This is an optimization exercise on Yosys and OpenROAD, whose aim is small area and a short achievable clock period, not a production implementation. The RTL was checked by simulation tests, not by an equivalence proof against the original design.

`design/flow/run.sh`:
```
#!/bin/bash
# synth_recipe.tcl (not shown) runs the flow's synth.tcl, then flattens the netlist and writes it again
# the make line also repeats each setting of config.mk as NAME=value (left out here)
make -C /OpenROAD-flow-scripts/flow DESIGN_CONFIG=/design/flow/config.mk WORK_HOME=/design/flow/orfs CLKGATE_MAP_FILE= SYNTH_SCRIPT=/design/flow/synth_recipe.tcl finish
```
`design/flow/config.mk`:
```
export PLATFORM = sky130hd
export DESIGN_NAME = Multiplier_32bit
export DESIGN_NICKNAME = Multiplier_32bit
export VERILOG_FILES = /design/flow/design.v
export SDC_FILE = /design/flow/constraint.sdc
export NUM_CORES = 4
export LEC_CHECK = 0
export CAP_MARGIN = 20
export CORE_MARGIN = 2
export CORE_UTILIZATION = 40
export PLACE_DENSITY = 0.6
export SLEW_MARGIN = 20
```
`design/flow/constraint.sdc`:
```
create_clock -name core_clock -period 28.0 [get_ports {clk}]
set_input_delay 5.6000 -clock core_clock [delete_from_list [all_inputs] [get_ports {clk}]]
set_output_delay 5.6000 -clock core_clock [all_outputs]
set_load 0.01 [all_outputs]
```
`design/flow/design.v`:
```
module Multiplier_Reg(
    input logic clk,
    input logic rst,  
    input logic [65:0]phase_result_in,
    input logic [31:0]multiplicand_in,
    input logic done_in,
    output logic [65:0]phase_result_out,
    output logic [31:0]multiplicand_out,
    output logic done_out
);
    always_ff @(posedge clk , negedge rst)
    begin
        if(~rst)
        begin
            phase_result_out <= 66'd0;
            multiplicand_out <= 32'd0;
            done_out <= 1'b0;
        end
        else
        begin
            phase_result_out <= phase_result_in;
            multiplicand_out <= multiplicand_in;
            done_out <= done_in;
        end
    end
endmodule
module Multiplier_32bit(
    input logic clk,
    input logic rst,
    input logic [31:0] in0,  
    input logic [31:0] in1,  
    output logic done,
    output logic [63:0] result
);
    genvar i;
    logic [32:0]Holder[31:0];
    logic [32:0]Holder_wire[31:0];
    logic [31:0]add_en;
    logic [31:0]sub_en;
    logic [32:0]Q[31:0];
    logic [65:0]phase_in[31:0];           
    logic [65:0]phase_result_wire[31:0];
    logic [65:0]phase_result[31:0];
    logic [32:0]mcand[31:0];              
    logic [65:0]phase_wire_1, phase_wire_2, phase_wire_3;
    logic [31:0]in0_1, in0_2, in0_3;
    logic done_1, done_2;
    generate
        for(i=0 ; i<32 ; i=i+1)
        begin : step
            if(i == 0) begin : first
                assign phase_in[i] = {33'd0, in1, 1'b0};
                assign mcand[i] = {in0[31], in0};
            end
            else if(i == 8) begin : r1
                assign phase_in[i] = phase_wire_1;
                assign mcand[i] = {in0_1[31], in0_1};
            end
            else if(i == 16) begin : r2
                assign phase_in[i] = phase_wire_2;
                assign mcand[i] = {in0_2[31], in0_2};
            end
            else if(i == 24) begin : r3
                assign phase_in[i] = phase_wire_3;
                assign mcand[i] = {in0_3[31], in0_3};
            end
            else begin : mid
                assign phase_in[i] = phase_result[i-1];
                assign mcand[i] = mcand[i-1];
            end
            always_comb begin
            Q[i] = phase_in[i][32:0];          
            Holder[i] = phase_in[i][65:33];    
            case({Q[i][1], Q[i][0]})
                2'b00: begin sub_en[i] = 0; add_en[i] = 0; end
                2'b01: begin sub_en[i] = 0; add_en[i]  = 1; end
                2'b10: begin sub_en[i] = 1; add_en[i]  = 0; end
                default: begin sub_en[i] = 0; add_en[i]  = 0; end
            endcase
            if(add_en[i]) begin
                Holder_wire[i] = Holder[i] + mcand[i];
            end
            else if(sub_en[i]) begin
                Holder_wire[i] = Holder[i] - mcand[i];
            end
            else begin
                Holder_wire[i] = Holder[i];
            end
            phase_result_wire[i] = {Holder_wire[i], Q[i]};
            phase_result[i] = {phase_result_wire[i][65] , phase_result_wire[i][65:1]};
            end
        end
    endgenerate
    Multiplier_Reg Reg_1(
                .clk(clk),
                .rst(rst),
                .phase_result_in(phase_result[7]),
                .multiplicand_in(in0),
                .done_in(1'b1),
                .phase_result_out(phase_wire_1),
                .multiplicand_out(in0_1),
                .done_out(done_1)
            );
    Multiplier_Reg Reg_2(
                .clk(clk),
                .rst(rst),
                .phase_result_in(phase_result[15]),
                .multiplicand_in(in0_1),
                .done_in(done_1),
                .phase_result_out(phase_wire_2),
                .multiplicand_out(in0_2),
                .done_out(done_2)
            );
    Multiplier_Reg Reg_3(
                .clk(clk),
                .rst(rst),
                .phase_result_in(phase_result[23]),
                .multiplicand_in(in0_2),
                .done_in(done_2),
                .phase_result_out(phase_wire_3),
                .multiplicand_out(in0_3),
                .done_out(done)
            );
    assign result = phase_result[31][64:1];  
endmodule
```
==> results.json <==
{
  "required_ns": 22.40,
  "path_buf_inv": 5,
  "crit_path_top_delay_cell": "dfrtp_1",
  "h-tree-depth": 2,
  "finish.utilization": 0.425,
  "vias": 154000,
  "async_flop_share": 1.00,
  "die-area_sq_mm": 0.326,
  "fin_tns_setup_ns": 0,
  "drc_errors": 0,
  "cts.sinks": 294,
  "core_area_sq_mm": 0.321,
  "gp_congestion": 1.04,
  "cts_hold_buffers": 0,
  "hold_violations": 0,
  "setup_violations": 0,
  "tightest_slew_ns": 1.23,
  "synth_cell_types": 119,
  "cp.arrival_ns": 21.36,
  "synth_area_leaders": "ha_1, a21oi_1, nor2_1, dfrtp_1, o21ai_0",
  "die_w_microns": 571,
  "synth_warnings": 16,
  "hpwl_mm": 478,
  "end_kind": "output port",
  "crit_top_cell": "a21oi_1",
  "fin_crit_sh": 0.963,
  "yosysSeqAreaShare": 0.0572,
  "post-route-min-period_ns": 26.96,
  "cts_inserted_buffers": 43,
  "grt_max_degree": 78,
  "dp.cells": 22900,
  "grt_usage": 0.360,
  "postRouteAntennaNets": 0,
  "port_buffers": 130,
  "fin_nets": 20800,
  "finalNonFillerCells": 23000,
  "synth_ff_type": "dfrtp_1",
  "io_pins": 131,
  "first_global_vias": 139000,
  "firstDrtPassIters": 8,
  "fin_skew_ns": 0.0478,
  "synth_nets": 21300,
  "clock-root-buffer": "clkbuf_16",
  "critPathTopFamily": "compound AO/OA/AOI/OAI gates",
  "fin_ws_ns": 1.04,
  "cts_tree": "built",
  "timing.fmax_mhz": 37.1,
  "antenna_found_initial": 33,
  "die_y_microns": 571,
  "syn_area_sq_mm": 0.129,
  "final_max_slew_viol_count": 0,
  "initialDrtViolationCount": 19900,
  "hold_class": "reg2reg",
  "num_rows": 208,
  "synth_top_area_frac": 0.193,
  "grt_pass1_wl_mm": 907,
  "synth_top_cell_by_area": "ha_1",
  "dp_slack_ns": 0.370,
  "wirelength_mm": 621,
  "clk_latency_ns": 0.72,
  "worstSetupPathType": "reg2out",
  "start_kind": "register",
  "clk_path_buf_depth": 3,
  "outcome": "timing/DRC/antenna clean",
  "path_clk_slew_ns": 0.06,
  "synth_seq_cells": 294,
  "grt_overflow_total": 0,
  "maxCapViolCount": 0,
  "via_per_inst": 6.70,
  "synth_edf_count": 0,
  "relSlewSlack": 0.178,
  "area_delta_synth_final_pct": 5.78,
  "wl_per_cell_microns": 27.0,
  "avgSynthCellArea_sq_um": 6.72,
  "cp_max_fo": 9,
  "drive_gt1_frac": 0.0504,
  "start_util": 0.402,
  "synthCells": 19200,
  "cpPeakStageDelay_ns": 0.80
}
layer usage:
metal  global-route usage  wire, microns
met5                    0            138
met1                0.469         253000
met2                0.541         257000
met3               0.0708          64400
met4                0.226          46000
cell families (layout without fill, tap and decap cells):
logic type,Yosys count,count (layout),share of synthesized area
DFF,294,294,0.0572
muxes,115,115,0.00960
AOI/OAI and AO/OA,7910,7910,0.415
buffers and inverters,2392,1921,0.0707
and+or+nand+nor,5972,5972,0.217
xor gates and xnor gates,422,422,0.0287
adders and majority gates,2046,2046,0.202
other,1,34,0.0000291
final cells by class:
| cell class | instances | area, sq um |
|---|---|---|
| Inverter | 1286 | 4830 |
| Tap cell | 4305 | 5390 |
| Sequential cell | 294 | 7380 |
| Fill cell | 34000 | 184000 |
| Antenna cell | 33 | 82.6 |
| Clock inverter | 31 | 335 |
| Timing Repair Buffer | 556 | 4470 |
| Multi-Input combinational cell | 16500 | 113000 |
| Clock buffer | 48 | 1170 |
state kept, by name (all words and copies together) (netlist names):
name	count
Reg_1.phase_result_out	65
Reg_2.phase_result_out	65
Reg_3.done_out	1
Reg_3.multiplicand_out	32
Reg_3.phase_result_out	65
Reg_1.multiplicand_out	32
Reg_1.done_out	1
Reg_2.multiplicand_out	32
Reg_2.done_out	1
worst reg2reg max path, delay by kind of cell (launching register included):
| kind | cells | cell delay, ns |
|---|---|---|
| compound gates | 42 | 11.29 |
| xor+xnor | 1 | 0.20 |
| fa+ha+maj | 8 | 3.51 |
| buf+inv | 5 | 1.59 |
| flops | 1 | 0.33 |
| simple gates | 20 | 5.27 |
synth_stat cells (all sizes together), types with 73 or more instances:
| cell | n |
|---|---|
| o21bai | 430 |
| inv | 1276 |
| nand2b | 280 |
| mux2i | 92 |
| o211ai | 233 |
| a2111oi | 85 |
| a21oi | 2151 |
| or2 | 112 |
| nand3 | 362 |
| nand2 | 1292 |
| nor4 | 147 |
| a221o | 214 |
| nand4 | 97 |
| buf | 132 |
| or3 | 221 |
| o31a | 74 |
| o22ai | 295 |
| clkbuf | 974 |
| ha | 1983 |
| and3 | 142 |
| nor2b | 218 |
| a221oi | 221 |
| nor2 | 2158 |
| o21ai | 1333 |
| o31ai | 202 |
| o21a | 206 |
| a31oi | 249 |
| a211oi | 263 |
| a22o | 115 |
| dfrtp | 294 |
| nor3 | 617 |
| and2 | 129 |
| xnor2 | 334 |
| o22a | 73 |
| a21o | 457 |
| a22oi | 158 |
| o221ai | 185 |
| a211o | 98 |
| xor2 | 88 |
worst paths after layout:
kind	to	cells past startpoint	slack, ns	startpoint
setup / recovery	result[63]	75	1.04	Reg_3.multiplicand_out[12]
hold / removal	Reg_3.done_out	0	0.34	Reg_2.done_out
setup reg to reg	Reg_2.phase_result_out[63]	76	5.65	Reg_1.multiplicand_out[7]
hold reg to reg	Reg_3.done_out	0	0.34	Reg_2.done_out
max in group asynchronous	Reg_1.phase_result_out[1]	4	20.66	rst
min in group asynchronous	Reg_1.phase_result_out[27]	1	4.83	rst
through the flow:
stage / hold slack (ns) / cell area, sq um
after global routing: 0.344 / 136000
after global placement: 0.332 / 134000
after detailed placement: 0.336 / 134000
final: 0.344 / 136000
after CTS: 0.348 / 136000
after floorplan: 0.331 / 129000
cells in the final DEF (no fill, tap or decap), types with 275 or more instances in the layout:
master	count
dfrtp_1	275
a21o_1	457
inv_1	1268
o21ai_0	1291
buf_4	430
xnor2_1	334
nor3_1	615
nand2b_1	279
a21oi_1	2143
o21bai_1	430
nand2_1	1292
ha_1	1983
nor2_1	2124
nand3_1	362
o22ai_1	295
timing repair:
action | CTS | global route
pin swaps | 0 | 0
setup buffers | 0 | 3
hold endpoints to repair | 0 | 0
setup endpoints to repair | 4 | 8
resized for setup | 4 | 27

-- port drivers added, routing unchanged --
The flow's constraints put no driver on any port. The routed layout listed below was extracted and timed again, unchanged, in two steps. Step 1, drivers: a clkbuf_16 drives clk and a buf_2 each remaining input, both assumed. Step 2 also shifts input and output timing later by t, the mid clock arrival at the registers, as if the neighbouring blocks saw the same clock. Slacks: no drivers / after step 1 / after step 2; pairs: no drivers / after step 1.
t (ns): 0.812
setup slack, ns: 1.045 / 0.929 / 1.741
worst setup path after step 2: register to output
slew at the worst register clock pin (ns): 0.07 / 0.07
After both steps this run still meets setup and hold. For this run, drivers alone change the setup slack by -0.116 ns; drivers and shift together by +0.696 ns.
